What follows belongs to an exercise in optimizing a design on an open flow for small area; a production flow would make more cautious choices.
The RTL was checked by simulation tests, not by an equivalence proof against the original design.
Power figures rest on the tool's default switching activity, not on a simulated workload.

Design hex_network, start of the top module:
module hex_network
  (
    input  logic               i_clk,
    input  logic               i_rst,
    output logic [4*21-1:0]    o_f_addr,
    input  logic [4*8-1:0]     i_f_data,
    output logic [3:0]         o_d_valid,
    output logic [3:0]         o_d_we,
    output logic [4*19-1:0]    o_d_addr,
    output logic [4*32-1:0]    o_d_data,
    input  logic [4*32-1:0]    i_d_data,
    output logic [3:0]         o_syscall_valid,
    output logic [4*2-1:0]     o_syscall,
    input  logic               i_cfg_we,
    input  logic [1:0]         i_cfg_core,
    input  logic [1:0]         i_cfg_slot,
    input  logic [1:0]         i_cfg_dst_core,
    input  logic [1:0]         i_cfg_dst_slot
  );
  logic [3:0]  op_in, op_out, done;
  logic [7:0]  slot;
  logic [15:0] in_src;
  genvar k;
  generate
    for (k = 0; k < 4; k++) begin : g_core
      logic [95:0] in_words;
      logic [2:0]  in_sel;
      for (genvar i = 0; i < 4; i++) begin : g_src
        if (i != k) begin : g_o
          localparam int M = (i < k) ? i : i - 1;
          assign in_words[32*M +: 32] = o_d_data[32*i +: 32];
          assign in_sel[M] = in_src[4*k+i];
        end
      end
      processor u_processor (
        .i_clk           (i_clk),
        .i_rst           (i_rst),
        .i_instr         (i_f_data[8*k +: 8]),
        .i_d_data        (i_d_data[32*k +: 32]),
  ...
export LEC_CHECK = 0
export CAP_MARGIN = 20
export CORE_MARGIN = 2
export CORE_UTILIZATION = 45
export PLACE_DENSITY = 0.8
export SLEW_MARGIN = 20
create_clock -name core_clock -period 12.0 [get_ports {i_clk}]
standard.sh (not shown) runs the stock make flow with config.mk's settings and CLKGATE_MAP_FILE= SYNTH_SCRIPT=/design/flow/synth_recipe.tcl, a recipe that flattens the netlist after the stock synthesis.
==> flow/flow/run.sh <==
#!/bin/bash
# The standard layout with these changes:
#  - the combinational logic of the standard synthesis is mapped again with
#    an area-oriented ABC script (flow/remap.tcl, flow/area.abc); registers
#    and adder cells are kept as the standard synthesis made them, with
#    their names;
#  - plain buf_1 cells as the port buffers (the standard flow picks a delay
#    cell, clkdlybuf4s50_1, for them);
#  - no timing repair at the floorplan (later steps repair timing);
#  - a clock tree of clkbuf_8 cells in larger clusters, without dummy loads.
# Each tool's output goes to a log file here (and ORFS's own logs under orfs/).
set -euo pipefail
export BUFFER_PORTS_ARGS="-buffer_cell sky130_fd_sc_hd__buf_1"
export REMOVE_ABC_BUFFERS=1
export CTS_ARGS="-sink_clustering_enable -repair_clock_nets -dont_use_dummy_load -sink_clustering_size 12 -sink_clustering_max_diameter 60 -buf_list sky130_fd_sc_hd__clkbuf_8"
YOSYS=$(command -v yosys || echo "$FLOW_HOME/../tools/install/yosys/bin/yosys")
R=orfs/results/$FLOW_PLATFORM/hex_network/base

bash standard.sh synth > flow_1_standard_synth.log 2>&1
cp "$R/1_2_yosys.v" "$R/1_2_yosys_standard.v"
LIB="$FLOW_HOME/platforms/$FLOW_PLATFORM/lib/sky130_fd_sc_hd__tt_025C_1v80.lib" \
IN_V="$R/1_2_yosys_standard.v" OUT_V="$R/1_2_yosys.v" TOP="$FLOW_TOP" \
ABC_SCRIPT="$PWD/flow/area.abc" STAT="$PWD/flow_2_remap_stat.txt" \
  "$YOSYS" -c flow/remap.tcl > flow_2_remap.log 2>&1
bash standard.sh > flow_3_standard_layout.log 2>&1
Other scripts of this flow, unchanged in this note and not shown: flow/flow/area.abc, flow/flow/remap.tcl
Next try:
--- a/flow/flow/run.sh
+++ b/flow/flow/run.sh
@@ -9,0 +10,2 @@
+#  - after global routing, gates off the critical paths are downsized
+#    (RECOVER_POWER);
@@ -14,0 +17 @@
+export RECOVER_POWER=100
Settings changed: CORE_UTILIZATION 45 to 40, PLACE_DENSITY 0.8 to 0.6.
After rerunning:
- With this change the flow ran to the end with violations: capacitance limit, slew limit
- first-iteration DRC count shrinks by roughly a tenth
- core utilization is lower by 6.7 points
- routed wire length climbs by a few percent
- clock-buffer cell count rises by 1
- hold slack gets better by 9.4 ps
- global-route usage decreases by 2.9 points
- synthesized cell count goes up slightly

---

## violet
Starting RTL as in the previous note.
Design hex_network, start of the top module:
module hex_network
  (
    input  logic               i_clk,
    input  logic               i_rst,
    output logic [4*21-1:0]    o_f_addr,
    input  logic [4*8-1:0]     i_f_data,
    output logic [3:0]         o_d_valid,
    output logic [3:0]         o_d_we,
    output logic [4*19-1:0]    o_d_addr,
    output logic [4*32-1:0]    o_d_data,
    input  logic [4*32-1:0]    i_d_data,
    output logic [3:0]         o_syscall_valid,
    output logic [4*2-1:0]     o_syscall,
    input  logic               i_cfg_we,
    input  logic [1:0]         i_cfg_core,
    input  logic [1:0]         i_cfg_slot,
    input  logic [1:0]         i_cfg_dst_core,
    input  logic [1:0]         i_cfg_dst_slot
  );
Settings: LEC_CHECK=0, CAP_MARGIN=20, CORE_MARGIN=2, CORE_UTILIZATION=40, PLACE_DENSITY=0.6, SLEW_MARGIN=20; clock period 12.0 ns.
==> flow/flow/run.sh <==
#!/bin/bash
# The standard layout with these changes:
#  - the combinational logic of the standard synthesis is mapped again with
#    an area-oriented ABC script (flow/remap.tcl, flow/area.abc); registers
#    and adder cells are kept as the standard synthesis made them, with
#    their names;
#  - plain buf_1 cells as the port buffers (the standard flow picks a delay
#    cell, clkdlybuf4s50_1, for them);
#  - no timing repair at the floorplan (later steps repair timing);
#  - the large buffers are not used, so that repairs use small ones;
#  - a clock tree of clkbuf_8 cells in larger clusters, without dummy loads.
# Each tool's output goes to a log file here (and ORFS's own logs under orfs/).
set -euo pipefail
export BUFFER_PORTS_ARGS="-buffer_cell sky130_fd_sc_hd__buf_1"
export REMOVE_ABC_BUFFERS=1
# The platform's own don't-use cells, and the large buffers.
DONT_USE="sky130_fd_sc_hd__probe_p_8 sky130_fd_sc_hd__probec_p_8 sky130_fd_sc_hd__lpflow_bleeder_1 sky130_fd_sc_hd__lpflow_clkbufkapwr_1 sky130_fd_sc_hd__lpflow_clkbufkapwr_16 sky130_fd_sc_hd__lpflow_clkbufkapwr_2 sky130_fd_sc_hd__lpflow_clkbufkapwr_4 sky130_fd_sc_hd__lpflow_clkbufkapwr_8 sky130_fd_sc_hd__lpflow_clkinvkapwr_1 sky130_fd_sc_hd__lpflow_clkinvkapwr_16 sky130_fd_sc_hd__lpflow_clkinvkapwr_2 sky130_fd_sc_hd__lpflow_clkinvkapwr_4 sky130_fd_sc_hd__lpflow_clkinvkapwr_8 sky130_fd_sc_hd__lpflow_decapkapwr_12 sky130_fd_sc_hd__lpflow_decapkapwr_3 sky130_fd_sc_hd__lpflow_decapkapwr_4 sky130_fd_sc_hd__lpflow_decapkapwr_6 sky130_fd_sc_hd__lpflow_decapkapwr_8 sky130_fd_sc_hd__lpflow_inputiso0n_1 sky130_fd_sc_hd__lpflow_inputiso0p_1 sky130_fd_sc_hd__lpflow_inputiso1n_1 sky130_fd_sc_hd__lpflow_inputiso1p_1 sky130_fd_sc_hd__lpflow_inputisolatch_1 sky130_fd_sc_hd__lpflow_isobufsrc_1 sky130_fd_sc_hd__lpflow_isobufsrc_16 sky130_fd_sc_hd__lpflow_isobufsrc_2 sky130_fd_sc_hd__lpflow_isobufsrc_4 sky130_fd_sc_hd__lpflow_isobufsrc_8 sky130_fd_sc_hd__lpflow_isobufsrckapwr_16 sky130_fd_sc_hd__lpflow_lsbuf_lh_hl_isowell_tap_1 sky130_fd_sc_hd__lpflow_lsbuf_lh_hl_isowell_tap_2 sky130_fd_sc_hd__lpflow_lsbuf_lh_hl_isowell_tap_4 sky130_fd_sc_hd__lpflow_lsbuf_lh_isowell_4 sky130_fd_sc_hd__lpflow_lsbuf_lh_isowell_tap_1 sky130_fd_sc_hd__lpflow_lsbuf_lh_isowell_tap_2 sky130_fd_sc_hd__lpflow_lsbuf_lh_isowell_tap_4 sky130_fd_sc_hd__fill_1 sky130_fd_sc_hd__fill_2 sky130_fd_sc_hd__fill_4 sky130_fd_sc_hd__fill_8 sky130_fd_sc_hd__buf_4 sky130_fd_sc_hd__buf_6 sky130_fd_sc_hd__buf_8 sky130_fd_sc_hd__buf_12 sky130_fd_sc_hd__buf_16 sky130_fd_sc_hd__clkbuf_4 sky130_fd_sc_hd__clkbuf_16 sky130_fd_sc_hd__bufbuf_8 sky130_fd_sc_hd__bufbuf_16"
export CTS_ARGS="-sink_clustering_enable -repair_clock_nets -dont_use_dummy_load -sink_clustering_size 12 -sink_clustering_max_diameter 60 -buf_list sky130_fd_sc_hd__clkbuf_8"
YOSYS=$(command -v yosys || echo "$FLOW_HOME/../tools/install/yosys/bin/yosys")
R=orfs/results/$FLOW_PLATFORM/hex_network/base

bash standard.sh synth > flow_1_standard_synth.log 2>&1
cp "$R/1_2_yosys.v" "$R/1_2_yosys_standard.v"
LIB="$FLOW_HOME/platforms/$FLOW_PLATFORM/lib/sky130_fd_sc_hd__tt_025C_1v80.lib" \
IN_V="$R/1_2_yosys_standard.v" OUT_V="$R/1_2_yosys.v" TOP="$FLOW_TOP" \
ABC_SCRIPT="$PWD/flow/area.abc" STAT="$PWD/flow_2_remap_stat.txt" \
  "$YOSYS" -c flow/remap.tcl > flow_2_remap.log 2>&1
bash standard.sh "DONT_USE_CELLS=$DONT_USE" finish > flow_3_standard_layout.log 2>&1
Other scripts of this flow, unchanged in this note and not shown: flow/flow/area.abc, flow/flow/remap.tcl
#### Input delta (maple over violet)
==> flow/flow/run.sh <==
#!/bin/bash
# The standard layout with these changes:
#  - the combinational logic of the standard synthesis is mapped again with
#    an area-oriented ABC script (flow/remap.tcl, flow/area.abc); registers
#    and adder cells are kept as the standard synthesis made them, with
#    their names;
#  - plain buf_1 cells as the port buffers (the standard flow picks a delay
#    cell, clkdlybuf4s50_1, for them);
#  - no timing repair at the floorplan (later steps repair timing);
#  - a clock tree of clkbuf_8 cells in larger clusters, without dummy loads.
# Each tool's output goes to a log file here (and ORFS's own logs under orfs/).
set -euo pipefail
export BUFFER_PORTS_ARGS="-buffer_cell sky130_fd_sc_hd__buf_1"
export REMOVE_ABC_BUFFERS=1
export CTS_ARGS="-sink_clustering_enable -repair_clock_nets -dont_use_dummy_load -sink_clustering_size 12 -sink_clustering_max_diameter 60 -buf_list sky130_fd_sc_hd__clkbuf_8"
YOSYS=$(command -v yosys || echo "$FLOW_HOME/../tools/install/yosys/bin/yosys")
R=orfs/results/$FLOW_PLATFORM/hex_network/base

bash standard.sh synth > flow_1_standard_synth.log 2>&1
cp "$R/1_2_yosys.v" "$R/1_2_yosys_standard.v"
LIB="$FLOW_HOME/platforms/$FLOW_PLATFORM/lib/sky130_fd_sc_hd__tt_025C_1v80.lib" \
IN_V="$R/1_2_yosys_standard.v" OUT_V="$R/1_2_yosys.v" TOP="$FLOW_TOP" \
ABC_SCRIPT="$PWD/flow/area.abc" STAT="$PWD/flow_2_remap_stat.txt" \
  "$YOSYS" -c flow/remap.tcl > flow_2_remap.log 2>&1
bash standard.sh > flow_3_standard_layout.log 2>&1
==> run summary <==
Comparing internal power of the cells for violet and maple, the smaller number came from violet.
maple: number of fill cells is 66 lower than what violet reported.
Diff violet -> maple | combinational group share of total power | increase of 4.2 points
violet → maple: actual transition at the worst max-transition pin has increased; maximum fanout along the worst path higher.
maple vs violet — share of layout cells above drive strength 1 rose 4.2 points.
The non-clock buffer count in maple sits 28 above the value recorded for violet.
Compared with violet, maple shows a routing usage on met2 that is 0.28 points lower.
Relative to violet, the core utilization of maple is higher by 1.9 points.
Compared to violet, maple has post-layout minimum cycle time 45 ps lower.

==> static timing again, ports no longer ideal <==
How much do the figures lean on ideal ports? The routed layouts below were timed once more, with nothing changed but the port constraints.
Step 1 assumes that a clkbuf_16 drives the clock port and a buf_2 every other input.
Step 2 also shifts input and output timing later by t, the mid clock arrival at the registers, as if the neighbouring blocks saw the same clock.
Slacks: ideal ports / drivers / drivers and shift; pairs: ideal ports / drivers.
| run | t, ns | setup WS [ns] | worst setup path after step 2 | worst data-port slew with drivers (ns) |
|---|---|---|---|---|
| the first run of note 1 | 0.785 | 0.151 / 0.112 / -0.453 | input to register | 0.19 |
| the second run of note 1 | 0.791 | 0.236 / 0.198 / -0.345 | input to register | 0.18 |
| violet | 0.785 | 0.192 / 0.164 / -0.246 | input to register | 0.18 |
| maple | 0.748 | 0.237 / 0.190 / -0.302 | input to register | 0.20 |
The setup slack of the first run of note 1, which loses most, moves by -0.039 ns with the drivers and by -0.604 ns with both steps.
